From an optimization exercise on the open Yosys and OpenROAD flow, aimed at small area; shortcuts taken in it are not production practice.
Only simulation tests tie the RTL to the original design; equivalence was not proved.
Power and IR drop assume default switching activity.

## flow/design.v

```verilog
`timescale 1ns / 1ps
module CPU(
		input clk_i,
		input reset_i,
		output [31:0] pc,
		output [31:0] x31,
		output [31:0] x3,
		output [31:0] imem_addr_o,
		input  [31:0] imem_data_i,
		output [31:0] dmem_addr_o,
		output [31:0] dmem_wdata_o,
		output [3:0]  dmem_we_o,
		input  [31:0] dmem_rdata_i
    );
	reg [31:2] pc_r;
	reg [4:0]  rdp_r;
	reg        rdp_act_r;
	reg [31:0] ifid_instr;
	reg [31:2] ifid_pc;
	reg        ifid_stall;
	reg [31:0] idex_instr;
	reg [31:2] idex_pc;
	reg        idex_stall;
	reg [2:0]  idex_s1;      
	reg [2:0]  idex_s2;      
	reg        prevb_r, prev2b_r, preve_r, prev2e_r;
	reg [31:0] fwd_two_r;
	reg [31:0] exm_alu;
	reg [31:0] exm_wdata;
	reg [31:0] exm_a;
	reg [4:0]  exm_rd;
	reg [5:0]  exm_opc;
	reg        exm_stall;
	reg        mpulse_r;
	reg        rst_d;        
	reg [1:0]  cnt_r;
	reg [31:0] acc_r;
	reg [31:0] pcount_r;
	reg [31:0] wb_data;
	reg        wb_ld;
	reg [4:0]  wb_rd;
	reg        wb_we;
	wire vs;             
	wire [31:0] idata = imem_data_i;
	wire        if_branch;
	wire [31:2] pc_new;
	assign imem_addr_o = {pc_r, 2'b00};
	assign pc          = {ifid_pc, 2'b00};
	wire i_brs = (idata[6:2] == 5'b11000) || (idata[6:2] == 5'b01100) || (idata[6:2] == 5'b01000);
	wire stall_w = ~if_branch & rdp_act_r &
	               ((idata[19:15] == rdp_r) || (i_brs && (idata[24:20] == rdp_r)));
	wire [31:2] pc_next = if_branch ? pc_new : stall_w ? pc_r : pc_r + 30'd1;
	always @(posedge clk_i) begin
		if (reset_i) begin
			pc_r       <= 30'b0;
			rdp_act_r  <= 1'b0;
			ifid_instr <= 32'h00000013;
			ifid_pc    <= 30'b0;
			ifid_stall <= 1'b0;
		end else if (!vs) begin
			pc_r       <= pc_next;
			rdp_act_r  <= (idata[6:2] == 5'b00000);
			ifid_instr <= idata;
			ifid_pc    <= pc_r;
			ifid_stall <= stall_w;
		end
	end
	always @(posedge clk_i)
		if (!vs) rdp_r <= idata[11:7];
	wire [31:0] ins = idex_instr;
	reg  [3:0]  alu_op;
	reg  [5:0]  opc;
	reg  [31:0] imm;
	always @(*) begin
		case (ins[6:2])
		5'b00000, 5'b01000, 5'b11001: alu_op = 4'b0000;
		5'b00100, 5'b01100: begin
			alu_op[2:0] = ins[14:12];
			alu_op[3]   = (({ins[14:12], ins[5]} == 4'b0001) || (ins[14:12] == 3'b101)) ? ins[30] : 1'b0;
		end
		5'b11000: begin
			case (ins[14:12])
			3'b000:  alu_op = 4'b1001;
			3'b001:  alu_op = 4'b1010;
			3'b100:  alu_op = 4'b1011;
			3'b101:  alu_op = 4'b1100;
			3'b110:  alu_op = 4'b1110;
			3'b111:  alu_op = 4'b1111;
			default: alu_op = 4'b0000;
			endcase
		end
		default: alu_op = 4'b0000;
		endcase
	end
	always @(*) begin
		case (ins[6:0])
		7'b0000011: opc = (ins[14:12] == 3'b011 || ins[14:12] == 3'b110 || ins[14:12] == 3'b111) ? 6'b001111 : {3'b100, ins[14:12]};
		7'b0100011: opc = (ins[14] || ins[13:12] == 2'b11) ? 6'b001111 : {3'b101, ins[14:12]};
		7'b0010011: opc = {2'b01, alu_op};
		7'b0110011: opc = ins[25] ? {4'b1111, ins[13:12]} : {2'b00, alu_op};
		7'b1100011: opc = (ins[14:13] == 2'b01) ? 6'b001111 : {3'b110, ins[14:12]};
		7'b0110111: opc = 6'b111000;
		7'b0010111: opc = 6'b111001;
		7'b1101111: opc = 6'b111010;
		7'b1100111: opc = 6'b111011;
		default:    opc = 6'b001111;
		endcase
	end
	always @(*) begin
		case (ins[6:2])
		5'b00000, 5'b00100, 5'b11001: imm = {{20{ins[31]}}, ins[31:20]};
		5'b01000: imm = {{20{ins[31]}}, ins[31:25], ins[11:7]};
		5'b11000: imm = {{19{ins[31]}}, ins[31], ins[7], ins[30:25], ins[11:8], 1'b0};
		5'b01101, 5'b00101: imm = {ins[31:12], 12'h000};
		5'b11011: imm = {{11{ins[31]}}, ins[31], ins[19:12], ins[20], ins[30:21], 1'b0};
		default:  imm = 32'b0;
		endcase
	end
	wire [4:0] id_rs1 = ifid_instr[19:15];
	wire [4:0] id_rs2 = ifid_instr[24:20];
	wire       id_brs = (ifid_instr[6:2] == 5'b11000) || (ifid_instr[6:2] == 5'b01100) || (ifid_instr[6:2] == 5'b01000);
	wire [4:0] rd1 = idex_instr[11:7];
	wire [4:0] rd2 = exm_rd;
	wire       wr1 = (opc[5] == 1'b0) || (opc[5:3] == 3'b111);
	wire       wr2 = (exm_opc[5] == 1'b0) || (exm_opc[5:3] == 3'b111);
	wire       fa = (rd1 == id_rs1) && wr1 && (rd1 != 5'b0);
	wire       fb = (rd2 == id_rs1) && wr2 && (rd2 != 5'b0);
	wire       fc = id_brs && (rd1 == id_rs2) && wr1 && (rd1 != 5'b0);
	wire       fd = id_brs && (rd2 == id_rs2) && wr2 && (rd2 != 5'b0);
	reg  [2:0] s1_w, s2_w;    
	always @(*) begin
		if (idex_stall) begin
			if (rd2 == id_rs1) begin s1_w = 3'b100; s2_w = 3'b000; end
			else               begin s1_w = 3'b000; s2_w = 3'b100; end
		end else begin
			case ({fa, fb, fc, fd})
			4'b0001: begin s1_w = 3'b000; s2_w = 3'b010; end
			4'b0010,
			4'b0011: begin s1_w = 3'b000; s2_w = 3'b001; end
			4'b0100: begin s1_w = 3'b010; s2_w = 3'b000; end
			4'b0101: begin s1_w = 3'b010; s2_w = 3'b010; end
			4'b0110: begin s1_w = 3'b010; s2_w = 3'b001; end
			4'b1000,
			4'b1100: begin s1_w = 3'b001; s2_w = 3'b000; end
			4'b1001: begin s1_w = 3'b001; s2_w = 3'b010; end
			4'b1010,
			4'b1111: begin s1_w = 3'b001; s2_w = 3'b001; end
			default: begin s1_w = 3'b000; s2_w = 3'b000; end
			endcase
		end
	end
	always @(posedge clk_i) begin
		if (reset_i) begin
			idex_instr <= 32'h00000033;
			idex_stall <= 1'b0;
			idex_s1    <= 3'b001;
			idex_s2    <= 3'b000;
		end else if (!vs) begin
			idex_instr <= ifid_instr;
			idex_stall <= ifid_stall;
			idex_s1    <= s1_w;
			idex_s2    <= s2_w;
		end
	end
	always @(posedge clk_i)
		if (!vs) idex_pc <= ifid_pc;
	wire [31:0] fwd_one = exm_alu;
	wire [31:0] fwd_mem = wb_data;
	wire [2:0]  s1_eff = {idex_s1[2] & wb_ld, idex_s1[1:0]};
	wire [2:0]  s2_eff = {idex_s2[2] & wb_ld, idex_s2[1:0]};
	wire [31:0] in1, in2b;
	wire        exc;
	wire [1:0]  err_cause;
	wire [4:0]  rf_wa;
	wire [31:0] rf_wd;
	wire        rf_we;
	wire [31:0] rv1, rv2;
	rf rf_module (
		.clk(clk_i), .reset(reset_i),
		.rs1(idex_instr[19:15]), .rs2(idex_instr[24:20]),
		.wa(rf_wa), .we(rf_we), .wd(rf_wd),
		.rv1(rv1), .rv2(rv2),
		.x31(x31), .x3(x3)
	);
	wire n1 = ~(idex_s1[0] | idex_s1[1] | idex_s1[2]);
	wire n2 = ~(idex_s2[0] | idex_s2[1] | idex_s2[2]);
	assign in1  = ({32{s1_eff[0]}} & fwd_one) | ({32{s1_eff[1]}} & fwd_two_r) | ({32{s1_eff[2]}} & fwd_mem) | ({32{n1}} & rv1);
	assign in2b = ({32{s2_eff[0]}} & fwd_one) | ({32{s2_eff[1]}} & fwd_two_r) | ({32{s2_eff[2]}} & fwd_mem) | ({32{n2}} & rv2);
	wire        use_rs2 = (opc[5:4] == 2'b00) || (opc[5:3] == 3'b110);
	wire [31:0] in2 = use_rs2 ? in2b : imm;
	wire [31:0] alu_out;
	alu_32_bit alu (.in1(in1), .in2(in2), .op(alu_op), .out(alu_out));
	wire [31:2] pc_imm = idex_pc + imm[31:2];
	wire        is_jal  = (opc == 6'b111010);
	wire        is_jalr = (opc == 6'b111011);
	wire        prev_any_b = prevb_r | prev2b_r;
	assign if_branch = (is_jal || is_jalr || exc || (opc[5:3] == 3'b110 && alu_out == 32'd1)) && ~prev_any_b && ~idex_stall;
	assign pc_new = exc ? 30'd31 : is_jalr ? alu_out[31:2] : pc_imm;
	wire ldst     = (opc[5:3] == 3'b100) || (opc[5:3] == 3'b101);
	wire in_hole  = (alu_out[31:9] == 23'b0) && (alu_out[8:7] != 2'b00);
	wire mis_h    = (opc == 6'b100001 || opc == 6'b100101) && alu_out[0];
	wire mis_w    = (opc == 6'b100010) && (alu_out[1:0] != 2'b00);
	wire mis_s    = ((opc == 6'b101001) && alu_out[0]) || ((opc == 6'b101010) && (alu_out[1:0] != 2'b00));
	wire is_err   = (opc == 6'b001111);
	wire prev_any = prevb_r | prev2b_r | preve_r | prev2e_r;
	assign exc = ~prev_any & ((ldst & in_hole) | mis_h | mis_w | mis_s | is_err);
	assign err_cause = (ldst & in_hole) ? 2'd1 : (mis_h | mis_w) ? 2'd2 : is_err ? 2'd3 : 2'd0;
	assign rf_wa = exc ? 5'd31 : wb_rd;
	assign rf_wd = exc ? {idex_pc[29:2], 2'b00, err_cause} : wb_data;
	assign rf_we = ~prev_any & (exc | wb_we);
	reg [31:0] alu_main;
	always @(*) begin
		if (opc[5:2] == 4'b1110) begin
			case (opc[1:0])
			2'b00:   alu_main = imm;
			2'b01:   alu_main = {pc_imm, imm[1:0]};
			default: alu_main = {idex_pc + 30'd1, 2'b00};
			endcase
		end else
			alu_main = alu_out;
	end
	always @(posedge clk_i) begin
		if (reset_i) begin
			prevb_r   <= 1'b0;
			prev2b_r  <= 1'b0;
			preve_r   <= 1'b0;
			prev2e_r  <= 1'b0;
			exm_alu   <= 32'b0;
			exm_rd    <= 5'b0;
			exm_opc   <= 6'b0;
			exm_stall <= 1'b0;
		end else if (!vs) begin
			prevb_r   <= if_branch;
			prev2b_r  <= prevb_r;
			preve_r   <= exc;
			prev2e_r  <= preve_r;
			exm_alu   <= alu_main;
			exm_rd    <= idex_instr[11:7];
			exm_opc   <= opc;
			exm_stall <= idex_stall | prevb_r | prev2b_r;
		end
	end
	always @(posedge clk_i)
		if (!vs) begin
			exm_wdata <= in2b;
			exm_a     <= in1;
		end
	always @(posedge clk_i)
		if (!vs) fwd_two_r <= exm_alu;
	wire [31:0] maddr = exm_alu;
	wire main_ce   = (exm_opc[5:4] == 2'b10);
	wire ge512     = (maddr[31:9] != 23'b0);
	wire le512     = ~ge512 | (maddr == 32'd512);
	wire per_ce    = ge512 & main_ce;
	wire dm_ce     = le512 & main_ce;
	wire mul_ce    = (exm_opc[5:2] == 4'b1111);
	wire cnt0      = (cnt_r == 2'b00);
	reg [31:0] st_data;
	reg [3:0]  st_we;
	reg        st_any;
	always @(*) begin
		st_data = 32'b0; st_we = 4'b0; st_any = 1'b0;
		case (exm_opc)
		6'b101000: begin
			st_any = 1'b1;
			case (maddr[1:0])
			2'b00: begin st_data = {24'b0, exm_wdata[7:0]};        st_we = 4'b0001; end
			2'b01: begin st_data = {16'b0, exm_wdata[7:0], 8'b0};  st_we = 4'b0010; end
			2'b10: begin st_data = {8'b0, exm_wdata[7:0], 16'b0};  st_we = 4'b0100; end
			default: begin st_data = {exm_wdata[7:0], 24'b0};      st_we = 4'b1000; end
			endcase
		end
		6'b101001: begin
			if (maddr[1:0] == 2'b00) begin st_data = {16'b0, exm_wdata[15:0]}; st_we = 4'b0011; st_any = 1'b1; end
			else if (maddr[1:0] == 2'b10) begin st_data = {exm_wdata[15:0], 16'b0}; st_we = 4'b1100; st_any = 1'b1; end
		end
		6'b101010: begin st_data = exm_wdata; st_we = 4'b1111; st_any = 1'b1; end
		default: ;
		endcase
	end
	assign dmem_addr_o  = maddr;
	assign dmem_wdata_o = st_data;
	assign dmem_we_o    = ((maddr[31:7] == 25'b0) && dm_ce && !per_ce && !exm_stall) ? st_we : 4'b0000;
	wire per_we = st_any & per_ce & ~exm_stall;
	wire [31:0] per_rdata = (maddr[3:2] == 2'b10) ? acc_r : (maddr[3:2] == 2'b11) ? pcount_r : 32'b0;
	always @(posedge clk_i) begin
		if (reset_i) begin
			acc_r    <= 32'b0;
			pcount_r <= 32'b0;
		end else if (!vs && per_we && maddr[3:2] == 2'b00) begin
			acc_r    <= 32'b0;
			pcount_r <= 32'b0;
		end else if (!vs && per_we && maddr[3:2] == 2'b01) begin
			acc_r    <= acc_r + st_data;
			pcount_r <= pcount_r + 32'd1;
		end
	end
	wire [31:0] mul_out;
	wire        mul_valid;
	multiply mult (
		.clk_i(clk_i), .reset_i(reset_i | (mul_ce & mpulse_r)),
		.a_i(exm_a), .b_i(exm_wdata), .op_i(exm_opc[1:0]), .first_i(rst_d),
		.mul_out_o(mul_out), .valid_o(mul_valid)
	);
	assign vs = main_ce ? ~cnt0 : (mul_ce & ~mul_valid);
	always @(posedge clk_i) begin
		if (reset_i) begin
			cnt_r    <= 2'b0;
			mpulse_r <= 1'b1;
			rst_d    <= 1'b1;
		end else begin
			rst_d    <= 1'b0;
			cnt_r    <= cnt_r + 2'b1;
			mpulse_r <= ~mul_ce;
		end
	end
	wire [31:0] rfo = ge512 ? per_rdata : dmem_rdata_i;
	reg  [31:0] ld;
	always @(*) begin
		case (exm_opc[2:0])
		3'b000, 3'b100: begin
			case (maddr[1:0])
			2'b00: ld[7:0] = rfo[7:0];
			2'b01: ld[7:0] = rfo[15:8];
			2'b10: ld[7:0] = rfo[23:16];
			default: ld[7:0] = rfo[31:24];
			endcase
			ld[31:8] = {24{~exm_opc[2] & ld[7]}};
		end
		3'b001, 3'b101: begin
			case (maddr[1:0])
			2'b00: ld[15:0] = rfo[15:0];
			2'b10: ld[15:0] = rfo[31:16];
			default: ld[15:0] = 16'b0;
			endcase
			ld[31:16] = {16{~exm_opc[2] & ld[15]}};
		end
		3'b010: ld = rfo;
		default: ld = 32'b0;
		endcase
	end
	wire w_we = ((exm_opc[5] == 1'b0) || (exm_opc[4:3] == 2'b11) || (exm_opc[4:3] == 2'b00)) & ~exm_stall;
	wire [31:0] w_data = (exm_opc[5:3] == 3'b100) ? ld : (exm_opc[5:2] == 4'b1111) ? mul_out : maddr;
	always @(posedge clk_i) begin
		if (reset_i)
			wb_we   <= 1'b0;
		else if (!vs)
			wb_we   <= w_we;
	end
	always @(posedge clk_i) begin
		if (!vs) begin
			wb_data <= w_data;
			wb_ld   <= (exm_opc[5:3] == 3'b100);
			wb_rd   <= exm_rd;
		end
	end
endmodule
module rf(
	input         clk,
	input         reset,
	input  [4:0]  rs1,
	input  [4:0]  rs2,
	input  [4:0]  wa,
	input         we,
	input  [31:0] wd,
	output [31:0] rv1,
	output [31:0] rv2,
	output [31:0] x31,
	output [31:0] x3
);
	reg [31:0] r [1:31];
	wire [31:0] d = reset ? 32'b0 : wd;
	wire [32*32-1:0] q;
	assign q[31:0] = 32'b0;
	genvar g;
	generate
		for (g = 1; g < 32; g = g + 1) begin : w
			always @(posedge clk)
				if (reset || (we && wa == g)) r[g] <= d;
			assign q[g*32 +: 32] = r[g];
		end
	endgenerate
	rf_mux m1 (.q(q), .s(rs1), .o(rv1));
	rf_mux m2 (.q(q), .s(rs2), .o(rv2));
	assign x31 = r[31];
	assign x3  = r[3];
endmodule
module rf_mux(
	input  [32*32-1:0] q,
	input  [4:0]       s,
	output [31:0]      o
);
	wire [16*32-1:0] l1;
	wire [8*32-1:0]  l2;
	wire [4*32-1:0]  l3;
	wire [2*32-1:0]  l4;
	genvar k;
	generate
		for (k = 0; k < 16; k = k + 1) begin : a
			assign l1[k*32 +: 32] = s[0] ? q[(2*k+1)*32 +: 32] : q[(2*k)*32 +: 32];
		end
		for (k = 0; k < 8; k = k + 1) begin : b
			assign l2[k*32 +: 32] = s[1] ? l1[(2*k+1)*32 +: 32] : l1[(2*k)*32 +: 32];
		end
		for (k = 0; k < 4; k = k + 1) begin : c
			assign l3[k*32 +: 32] = s[2] ? l2[(2*k+1)*32 +: 32] : l2[(2*k)*32 +: 32];
		end
		for (k = 0; k < 2; k = k + 1) begin : e
			assign l4[k*32 +: 32] = s[3] ? l3[(2*k+1)*32 +: 32] : l3[(2*k)*32 +: 32];
		end
	endgenerate
	assign o = s[4] ? l4[63:32] : l4[31:0];
endmodule
module alu_32_bit (
	input  [31:0] in1,
	input  [31:0] in2,
	input  [3:0]  op,
	output reg [31:0] out
);
	wire        sub = (op != 4'b0000);
	wire [32:0] sum = {1'b0, in1} + {1'b0, in2 ^ {32{sub}}} + {32'b0, sub};
	wire        ltu = ~sum[32];
	wire        lt  = (in1[31] ^ in2[31]) ? in1[31] : sum[31];
	wire [31:0] x   = in1 ^ in2;
	wire        eq  = (x == 32'b0);
	wire        left = (op == 4'b0001);
	reg  [31:0] sh_in;
	integer k;
	always @(*) for (k = 0; k < 32; k = k + 1) sh_in[k] = left ? in1[31-k] : in1[k];
	wire        fill = (op == 4'b1101) & in1[31];
	wire [31:0] sh = $signed({fill, sh_in}) >>> in2[3:0];
	reg  [31:0] sh_rev;
	always @(*) for (k = 0; k < 32; k = k + 1) sh_rev[k] = sh[31-k];
	always @(*) begin
		case (op)
		4'b0000, 4'b1000: out = sum[31:0];
		4'b0001:          out = sh_rev;
		4'b0101, 4'b1101: out = sh;
		4'b0010, 4'b1011: out = {31'b0, lt};
		4'b0011, 4'b1110: out = {31'b0, ltu};
		4'b1100:          out = {31'b0, ~lt};
		4'b1111:          out = {31'b0, ~ltu};
		4'b0100:          out = x;
		4'b0110:          out = in1 | in2;
		4'b0111:          out = in1 & in2;
		4'b1001:          out = {31'b0, eq};
		default:          out = {31'b0, ~eq};
		endcase
	end
endmodule
module multiply (
	input         clk_i,
	input         reset_i,
	input  [31:0] a_i,
	input  [31:0] b_i,
	input  [1:0]  op_i,
	input         first_i,
	output [31:0] mul_out_o,
	output        valid_o
);
	reg [6:0]  ctr_r;
	reg        v1, v2, v3;
	reg [31:0] pa;       
	reg        ps;       
	reg        pz;       
	reg [32:0] lo;
	reg [31:0] hi;
	wire sa = a_i[31] & (op_i != 2'b11);
	wire sb = b_i[31] & ~op_i[1];
	wire bbit = ~first_i & (ctr_r[5] ? sb : b_i[ctr_r[4:0]]);
	wire [63:0] ext = {{32{ps}}, pa};
	wire [5:0]  pk = ctr_r[5:0] - 6'd1;
	wire [63:0] shifted = pz ? 64'b0 : (ext << pk);
	always @(posedge clk_i) begin
		if (reset_i) begin
			ctr_r <= 7'b0;
			v1 <= 1'b0;
			pz <= 1'b1;
		end else if (!ctr_r[6]) begin
			ctr_r <= ctr_r + 7'd1;
			v1 <= 1'b0;
			pz <= ~bbit;
		end else if (v1) begin
			ctr_r <= 7'b0;
			v1 <= 1'b0;
			pz <= 1'b1;
		end else begin
			v1 <= 1'b1;
		end
	end
	always @(posedge clk_i) begin
		if (!ctr_r[6]) begin
			pa <= a_i;
			ps <= sa;
		end
	end
	always @(posedge clk_i) begin
		if (reset_i) begin
			v2 <= 1'b0;
			v3 <= 1'b0;
			lo <= 33'b0;
			hi <= 32'b0;
		end else begin
			v2 <= v1;
			v3 <= v2;
			if (!v1) lo <= lo + {1'b0, shifted[31:0]};
			if (!v2) hi <= hi + shifted[63:32] + {31'b0, lo[32]};
		end
	end
	assign mul_out_o = (op_i == 2'b00) ? lo[31:0] : hi;
	assign valid_o   = v3;
endmodule
```

## flow/flow/run.sh

```bash
#!/bin/bash
# Layout flow: the standard flow, with the combinational logic mapped for
# area. Registers stay exactly as the standard synthesis makes them (this
# is checked below; on any difference the standard netlist is re-mapped
# instead, keeping its registers).
set -euo pipefail
HERE=$(pwd)
FL=$HERE/flow
R=$HERE/orfs/results/sky130hd/CPU/base
LIB=$FLOW_HOME/platforms/sky130hd/lib/sky130_fd_sc_hd__tt_025C_1v80.lib
EXTRA=(BUFFER_PORTS_ARGS="-buffer_cell sky130_fd_sc_hd__buf_1")

# 1. standard synthesis (the reference for the registers)
bash standard.sh synth > "$HERE/flow_1_synth.log" 2>&1
cp "$R/1_2_yosys.v" "$HERE/standard_synth.v"

# 2. the same synthesis with area-oriented combinational mapping
sed -e "s#@FLOW@#$FL#g" "$FL/procs.tcl" > "$HERE/my_synth.tcl"
grep -v "^proc synth" synth_recipe.tcl >> "$HERE/my_synth.tcl"
OK=0
if make -C "$FLOW_HOME" DESIGN_CONFIG="$FLOW_CONFIG" WORK_HOME="$HERE/mysyn" CLKGATE_MAP_FILE= \
     SYNTH_SCRIPT="$HERE/my_synth.tcl" synth > "$HERE/flow_2_mysynth.log" 2>&1; then
  MY=$HERE/mysyn/results/sky130hd/CPU/base/1_2_yosys.v
  if python3 "$FL/rename_regs.py" "$HERE/standard_synth.v" "$MY" "$HERE/mine_renamed.v"; then
    cp "$HERE/mine_renamed.v" "$R/1_2_yosys.v"
    OK=1
  fi
fi
echo "own synthesis used: $OK" > "$HERE/flow_choice.txt"
if [[ $OK == 0 ]]; then
  sed -e "s#@LIB@#$LIB#g" -e "s#@IN@#$HERE/standard_synth.v#g" -e "s#@OUT@#$R/1_2_yosys.v#g" \
      -e "s#@ABC@#$FL/area.abc#g" "$FL/remap.ys" > "$HERE/remap.ys"
  yosys -s "$HERE/remap.ys" > "$HERE/flow_2_remap.log" 2>&1
fi
rm -f "$R/1_synth.odb"

# 3. the rest of the standard flow
bash standard.sh "${EXTRA[@]}" finish > "$HERE/flow_3_layout.log" 2>&1
```

## flow/flow/area.abc

```
strash
&get -n
&fraig -x
&put
dc2
dc2
strash
&get -n
&syn2
&dc2
&synch2
&dch -f
&nf -R 2000 -E 10
&put
```

## flow/flow/procs.tcl

```tcl
# Synthesis as the standard synthesis, except for the combinational
# mapping: no adder extraction, no intermediate generic ABC run, and the final
# ABC run with an area script (and without the densest AOI cell, which the
# detailed router finds hard to reach).
proc synth {args} {
  if {[lsearch -exact $args fine:] >= 0} {
    yosys synth -nofsm -noshare -noabc {*}$args
  } else {
    yosys synth -nofsm -noshare {*}$args
  }
}
proc extract_fa {args} { }
proc abc {args} {
  set i [lsearch -exact $args -script]
  lset args [expr {$i+1}] @FLOW@/area.abc
  yosys abc {*}$args -dont_use sky130_fd_sc_hd__a222oi_1
}
```

## flow/flow/remap.ys

```
read_liberty -ignore_miss_func @LIB@
read_verilog @IN@
hierarchy -top CPU
setattr -mod -set keep_hierarchy 1 sky130_fd_sc_hd__*df* sky130_fd_sc_hd__conb*
flatten
rename -hide w:_*_.*
opt_clean -purge
abc -liberty @LIB@ -script @ABC@ -dont_use sky130_fd_sc_hd__probe_p_8 -dont_use sky130_fd_sc_hd__probec_p_8 -dont_use sky130_fd_sc_hd__lpflow_* -dont_use sky130_fd_sc_hd__a222oi_1
opt_clean -purge
hilomap -singleton -hicell sky130_fd_sc_hd__conb_1 HI -locell sky130_fd_sc_hd__conb_1 LO
splitnets
opt_clean -purge
insbuf -buf sky130_fd_sc_hd__buf_4 A X
stat -liberty @LIB@
select -clear
select CPU
write_verilog -noattr -nohex -nodec -selected @OUT@
```

## flow/flow/rename_regs.py

```python
#!/usr/bin/env python3
# Give the registers of netlist MINE the instance names that the standard
# synthesis gave the same registers in netlist STD (names differ only in the
# suffix Yosys appends for the flip-flop kind, e.g. $_SDFFE_PP0N_ for
# $_SDFFE_PP0P_). Exits 1 unless both have the same registers, by base name
# and cell type.
import re, sys
std, mine, out = sys.argv[1:4]
pat = re.compile(r'^(\s*)(sky130_fd_sc_hd__\w*df\w*)\s+(\\\S+)(\s*\()', re.M)
def regs(text):
    d = {}
    for m in pat.finditer(text):
        full = m.group(3)
        base = full.split('$_')[0]
        d[base] = (re.sub(r'_\d+$', '', m.group(2)), full)
    return d
ts, tm = open(std).read(), open(mine).read()
rs, rm = regs(ts), regs(tm)
if set(rs) != set(rm) or any(rs[b][0] != rm[b][0] for b in rs) or len(rs) == 0:
    sys.exit(1)
if len(rs) != len(pat.findall(ts)) or len(rm) != len(pat.findall(tm)):
    sys.exit(1)
def sub(m):
    base = m.group(3).split('$_')[0]
    return m.group(1) + m.group(2) + ' ' + rs[base][1] + m.group(4)
open(out, 'w').write(pat.sub(sub, tm))
```

## flow/standard.sh

```bash
#!/bin/bash
# synth_recipe.tcl (not shown) runs the flow's synth.tcl, then flattens the netlist and writes it again
# the make line also repeats each setting of config.mk as NAME=value (left out here)
make -C /OpenROAD-flow-scripts/flow DESIGN_CONFIG=/design/flow/config.mk WORK_HOME=/design/flow/orfs CLKGATE_MAP_FILE= SYNTH_SCRIPT=/design/flow/synth_recipe.tcl "${@:-finish}"
```

## flow/config.mk

```make
export PLATFORM = sky130hd
export DESIGN_NAME = CPU
export DESIGN_NICKNAME = CPU
export VERILOG_FILES = /design/flow/design.v
export SDC_FILE = /design/flow/constraint.sdc
export NUM_CORES = 4
export LEC_CHECK = 0
export CAP_MARGIN = 20
export CORE_MARGIN = 2
export CORE_UTILIZATION = 40
export PLACE_DENSITY = 0.6
export SLEW_MARGIN = 20
```

## flow/constraint.sdc

```tcl
create_clock -name core_clock -period 14.0 [get_ports {clk_i}]
set_input_delay 2.8000 -clock core_clock [delete_from_list [all_inputs] [get_ports {clk_i}]]
set_output_delay 2.8000 -clock core_clock [all_outputs]
set_load 0.01 [all_outputs]
```

==> results.json, run 1 <==
{
  "internal_power_uw": 9855,
  "num_rows": 161,
  "vias": 72250,
  "min_period_ps": 13180,
  "drive_above_1_share_pct": 9.907,
  "cp-startpoint": "idex_instr[20]",
  "power_density_nw_per_um2": 173.8,
  "io_pins": 262,
  "relSlewSlack_pct": 17.35,
  "first_global_vias": 66770,
  "gp_congestion": 1.016,
  "worstHoldStart": "exm_a[3]",
  "leakagePower_uw": 0.03096,
  "area_delta_synth_final_pct": 16.52,
  "drcViolationCount": 0,
  "yosysWarnings": 5,
  "slowest_delay_ps": 730,
  "fmax_mhz": 75.89,
  "overflow": 0,
  "grt_max_degree": 143,
  "rsz0062_at_grt": "false",
  "reg2reg_from": "idex_instr[20]",
  "track_usage_pct": 34.81,
  "hold_viol_final": 0,
  "drtIter0Drc": 11510,
  "max_slew.worst_pin.slew_ps": 1232,
  "crit_fanout": 31,
  "tritoncts": "yes",
  "coreArea_um2": 192800,
  "finalSetupTns_ps": 0,
  "hold_class": "reg -> reg",
  "dp_worst_setup_slack_ps": 1338,
  "skew_ps": 70.12,
  "required_ps": 14740,
  "finalSetupViolations": 0,
  "p_switching_uw": 5868,
  "path_clk_slew_ps": 60,
  "syn_area_per_cell_um2": 10.68,
  "combinationalPowerShare_pct": 28.7,
  "finalHoldWorstSlack_ps": 387.6,
  "cp.arrival_ps": 13920,
  "p_seq_share_pct": 42.7,
  "cts_hold_buf": 0,
  "slowest_stage": "dfxtp_4",
  "p_sw_share_pct": 37.32,
  "critPathKind": "reg -> reg",
  "die_y_um": 444.6,
  "antenna_found_initial": 23,
  "drt-wirelength-per-cell_um": 33.61,
  "postRouteAntennaNets": 0,
  "die_area_um2": 197600,
  "grt_pass1_wl_um": 497500,
  "postCtsSetupBuffers": 0,
  "die_w_um": 444.6,
  "post-route-period-util_pct": 94.12,
  "peakVddDrop_v": 0.0001475,
  "port_buffers": 257,
  "worst_setup_path_end_kind": "flop",
  "cts-resized-gates": 0,
  "cts.sinks": 1520,
  "htreeDepth": 4,
  "drt-total-wl_um": 357500,
  "clk_latency_ps": 870,
  "start_kind": "flop",
  "synth_cells": 7272,
  "cts_buffers": 168,
  "maxSlewViolCount": 0,
  "via_per_inst": 6.792,
  "firstDrtPassIters": 9,
  "place_hpwl_um": 240500,
  "layout.nets": 8030,
  "root_buffer": "clkbuf_16",
  "initial_core_util_pct": 40.27,
  "clockBufferDepth": 3,
  "worst_slack_ps": 822.8,
  "run_status": "no timing/DRC/antenna violations",
  "synth_area_um2": 77640,
  "max-cap-violations": 0,
  "p_clk_share_pct": 28.6
}
## metal layers
layer | GRT usage [%] | wire [µm] | up-vias
met2 | 52.55 | 155500 | 5451
met4 | 23.63 | 28950 | 18
met5 | 0 | 184 | -
met1 | 43.51 | 128500 | 35240
li1 | - | - | 30220
met3 | 9.593 | 44340 | 1324
## flip-flops by register name, summed over array words and instances, names as in the netlist, 30 cells and up
register	count
acc_r	32
exm_a	32
exm_alu	32
exm_wdata	32
fwd_two_r	32
idex_instr	32
idex_pc	30
ifid_instr	32
ifid_pc	30
mult.hi	32
mult.lo	33
mult.pa	32
pc_r	30
pcount_r	32
rf_module.r	992
wb_data	32
## worst paths after layout
kind | to | depth (start not counted) | slack [ps]
setup / recovery | pc_r[16] | 50 | 820
setup reg to reg | pc_r[16] | 50 | 820
hold reg to reg | mult.pa[3] | 0 | 390
hold / removal | mult.pa[3] | 0 | 390
## per-stage QoR
stage	power [µW]	instance area (µm²)	utilization (%)	cells
after CTS	15520	90410	46.90	10630
after detailed placement	11060	84880	44.03	10320
after global placement	11040	84860	44.02	10320
final	15720	90460	46.93	10640
after floorplan	8842	78070	-	7275
after global routing	16110	90450	46.92	10630
## power groups by stage
stage / sequential (µW) / clock (µW) / combinational, µW
2_1_floorplan: 6480 / 0 / 2360
3_3_place_gp: 6730 / 0 / 4310
3_5_place_dp: 6750 / 0 / 4310
4_1_cts: 6660 / 4520 / 4330
5_1_grt: 6750 / 4700 / 4660
6_report: 6710 / 4500 / 4520
## worst max-delay path, delay by kind of cell, from the launching register on
kind / cells / cell delay (ps)
AND/OR/NAND/NOR: 18 / 3180
multiplexers: 2 / 1120
flip-flops: 1 / 730
AO/OA/AOI/OAI: 19 / 5100
buffers and inverters: 6 / 1550
adder cells (fa/ha/maj): 3 / 940
XOR/XNOR: 2 / 400
## area by class of cell
type / instances / area [µm²]
Timing Repair Buffer: 587 / 3809
Clock buffer: 231 / 4629
Clock inverter: 80 / 903.4
Antenna cell: 6 / 15.01
Inverter: 112 / 442.9
Tap cell: 2526 / 3161
Fill cell: 17730 / 102300
Sequential cell: 1520 / 42420
Multi-Input combinational cell: 5575 / 35080
## layout by cell type, fill, tap and decap left out, types with 22 or more instances in the layout
cell type,instances
nor3b_1,22
nand2_1,665
nand3_1,123
a21o_1,31
nor3_1,230
maj3_1,64
and2_0,65
o22a_1,39
nor2_2,27
or2_0,22
xnor2_1,195
nor2_1,800
a22oi_1,176
o221ai_1,83
o21ai_0,493
clkbuf_16,175
xor2_1,92
a31oi_1,30
or3_1,85
o32ai_1,27
clkbuf_1,52
a211oi_1,79
edfxtp_1,1194
buf_1,256
clkinv_1,131
a221o_1,71
a221oi_1,130
and3_1,43
mux2i_1,162
o22ai_1,283
a22o_1,195
a21oi_1,793
clkinv_2,23
buf_12,29
o211ai_1,43
dfxtp_1,308
mux4_2,86
buf_4,300
nor4_1,66
==> inputs of run 2 (changes only) <==
--- a/flow/config.mk
+++ b/flow/config.mk
@@ -10,2 +10,5 @@
 export CORE_UTILIZATION = 40
+export CTS_BUF_LIST = sky130_fd_sc_hd__clkbuf_16
+export CTS_CLUSTER_DIAMETER = 100
+export CTS_CLUSTER_SIZE = 24
 export PLACE_DENSITY = 0.6
==> results.json, run 2 <==
{
  "vias": 71320,
  "postCtsSetupBuffers": 0,
  "htreeDepth": 3,
  "layout_common_cells": "edfxtp_1, nor2_1, a21oi_1, nand2_1, o21ai_0",
  "layout_commonest_cell": "edfxtp_1",
  "cp-startpoint": "idex_instr[20]",
  "drt-total-wl_um": 355100,
  "fillCellCount": 17990,
  "design_area_um2": 87480,
  "place_hpwl_um": 240500,
  "crit_fanout": 31,
  "power_density_nw_per_um2": 159.9,
  "finalNonFillerCells": 10460,
  "dp.cells": 10320,
  "synth_area_um2": 77640,
  "io_pins": 262,
  "drcViolationCount": 0,
  "peakVddDrop_v": 0.0001353,
  "firstDrtPassIters": 8,
  "antenna_found_initial": 21,
  "leakagePower_uw": 0.02962,
  "area_delta_synth_final_pct": 12.67,
  "cts_hold_buf": 0,
  "worstHoldStart": "exm_a[15]",
  "run_status": "no timing/DRC/antenna violations",
  "slowest_delay_ps": 750,
  "drive_above_1_share_pct": 8.459,
  "cts.sinks": 1520,
  "track_usage_pct": 34.52,
  "hold_viol_final": 0,
  "slowest_stage": "dfxtp_4",
  "min_period_ps": 13190,
  "crit_buf_inv": 6,
  "drt-wirelength-per-cell_um": 33.95,
  "tritoncts": "yes",
  "hold_class": "reg -> reg",
  "die_w_um": 444.6,
  "via_per_inst": 6.818,
  "grtUsageMet2_pct": 52.53,
  "start_kind": "flop",
  "cts_buffers": 81,
  "skew_ps": 46.95,
  "post-route-period-util_pct": 94.19,
  "gp_congestion": 1.016,
  "p_total_uw": 13990,
  "path_clk_slew_ps": 110,
  "grt_pass1_wl_um": 493700,
  "finalHoldWorstSlack_ps": 421.3,
  "met3_usage_pct": 8.525,
  "worst_slack_ps": 814.0,
  "finalSetupViolations": 0,
  "dp_worst_setup_slack_ps": 1338,
  "grt_max_degree": 143,
  "largest_reg_flops": 992,
  "yosysWarnings": 5,
  "worst_setup_path_end_kind": "flop",
  "overflow": 0,
  "critPathKind": "reg -> reg",
  "use_met1_pct": 43.68,
  "num_rows": 161,
  "first_global_vias": 65680,
  "dpl_cell_area_um2": 84880,
  "cp.arrival_ps": 13900,
  "clockBufferDepth": 3,
  "max-cap-violations": 0,
  "largestRegisters": "rf_module.r x992, mult.lo x33",
  "die_area_um2": 197600,
  "cts-resized-gates": 0,
  "critPathTopFamily": "compound AO/OA/AOI/OAI gates",
  "regMostFlops": "rf_module.r",
  "clk_latency_ps": 800,
  "postRouteAntennaNets": 0,
  "required_ps": 14710,
  "reg2reg_from": "idex_instr[20]",
  "top_usage_layer": "met2",
  "relSlewSlack_pct": 13.19,
  "rsz0062_at_grt": "false",
  "maxSlewViolCount": 0,
  "initial_core_util_pct": 40.27,
  "max_slew.worst_pin.slew_ps": 1294,
  "coreArea_um2": 192800,
  "port_buffers": 257,
  "seqCellArea_um2": 42420,
  "drtIter0Drc": 11470,
  "fmax_mhz": 75.84,
  "die_y_um": 444.6,
  "root_buffer": "clkbuf_16",
  "synth_cells": 7272,
  "multiInputGateArea_um2": 35080,
  "syn_area_per_cell_um2": 10.68,
  "layout.nets": 7942
}
[run 2: changes by cell type in the layout (fill, tap and decap cells not counted), sizes merged]
cell      change
bufinv        -9
clkbuf      -150
inv          +31
clkinvlp      -7
clkinv       -49
diode         +7
[run 2: metal layers]
layer  up-vias  part of all wire (%)  wire [µm]
met5         -                 0.030        105
met4        14                   7.8      27790
met3      1167                    12      41060
met2      5186                    44     156000
met1     35040                    37     130100
li1      29920                     -          -
[run 2: power by group]
group | internal (µW) | total (µW) | switching [µW]
registers | 5930 | 6690 | 759
logic | 1370 | 4500 | 3140
clock network | 1140 | 2790 | 1640
total | 8440 | 14000 | 5540
[run 2: final cells by class]
cell class                 count  share of cell area [%]
clock inverter                46                  0.5564
sequential                  1520                   48.50
clock buffer                  82                   2.346
timing repair buffer         586                   4.345
tap                         2526                   3.613
antenna                       13                 0.03719
inverter                     112                  0.5063
multi-input combinational   5575                   40.10
[run 2: path summary, 6_finish.rpt]
path / endpoint / slack [ps] / depth (start not counted)
max: pc_r[16] / 810 / 50
min: mult.pa[15] / 420 / 0
max reg2reg: pc_r[16] / 810 / 50
min reg2reg: mult.pa[15] / 420 / 0
[run 2: metrics by stage]
step	util, %	TNS, ps
after CTS	45.34	0
after global placement	44.02	0
after floorplan	-	-66750
after detailed placement	44.03	0
final	45.38	0
after global routing	45.36	0

## static timing again, ports no longer ideal
The flow's constraints put no driver on any port. The routed layouts listed below were extracted and timed again, unchanged, in two steps. Step 1: set_driving_cell puts a clkbuf_16 on clk_i and a buf_2 on each other input, an assumption about the parent block. Step 2, shift: input delay + t, output delay - t, t = (earliest + latest rising clock arrival at the registers) / 2. This alone moves slack from input paths to output paths. a / b / c = no drivers / after step 1 / after step 2; a / b = the first two.
run	t, ns	setup WS [ns]	latest minus earliest clock arrival (ns)	worst register clock-pin slew, ns	cell pins on the clock port's net
run 1	0.925	0.823 / 0.823 / 0.823	0.071 / 0.070	0.07 / 0.07	1
run 2	0.873	0.814 / 0.814 / 0.814	0.054 / 0.055	0.11 / 0.11	1
After both steps every run listed still meets setup and hold.
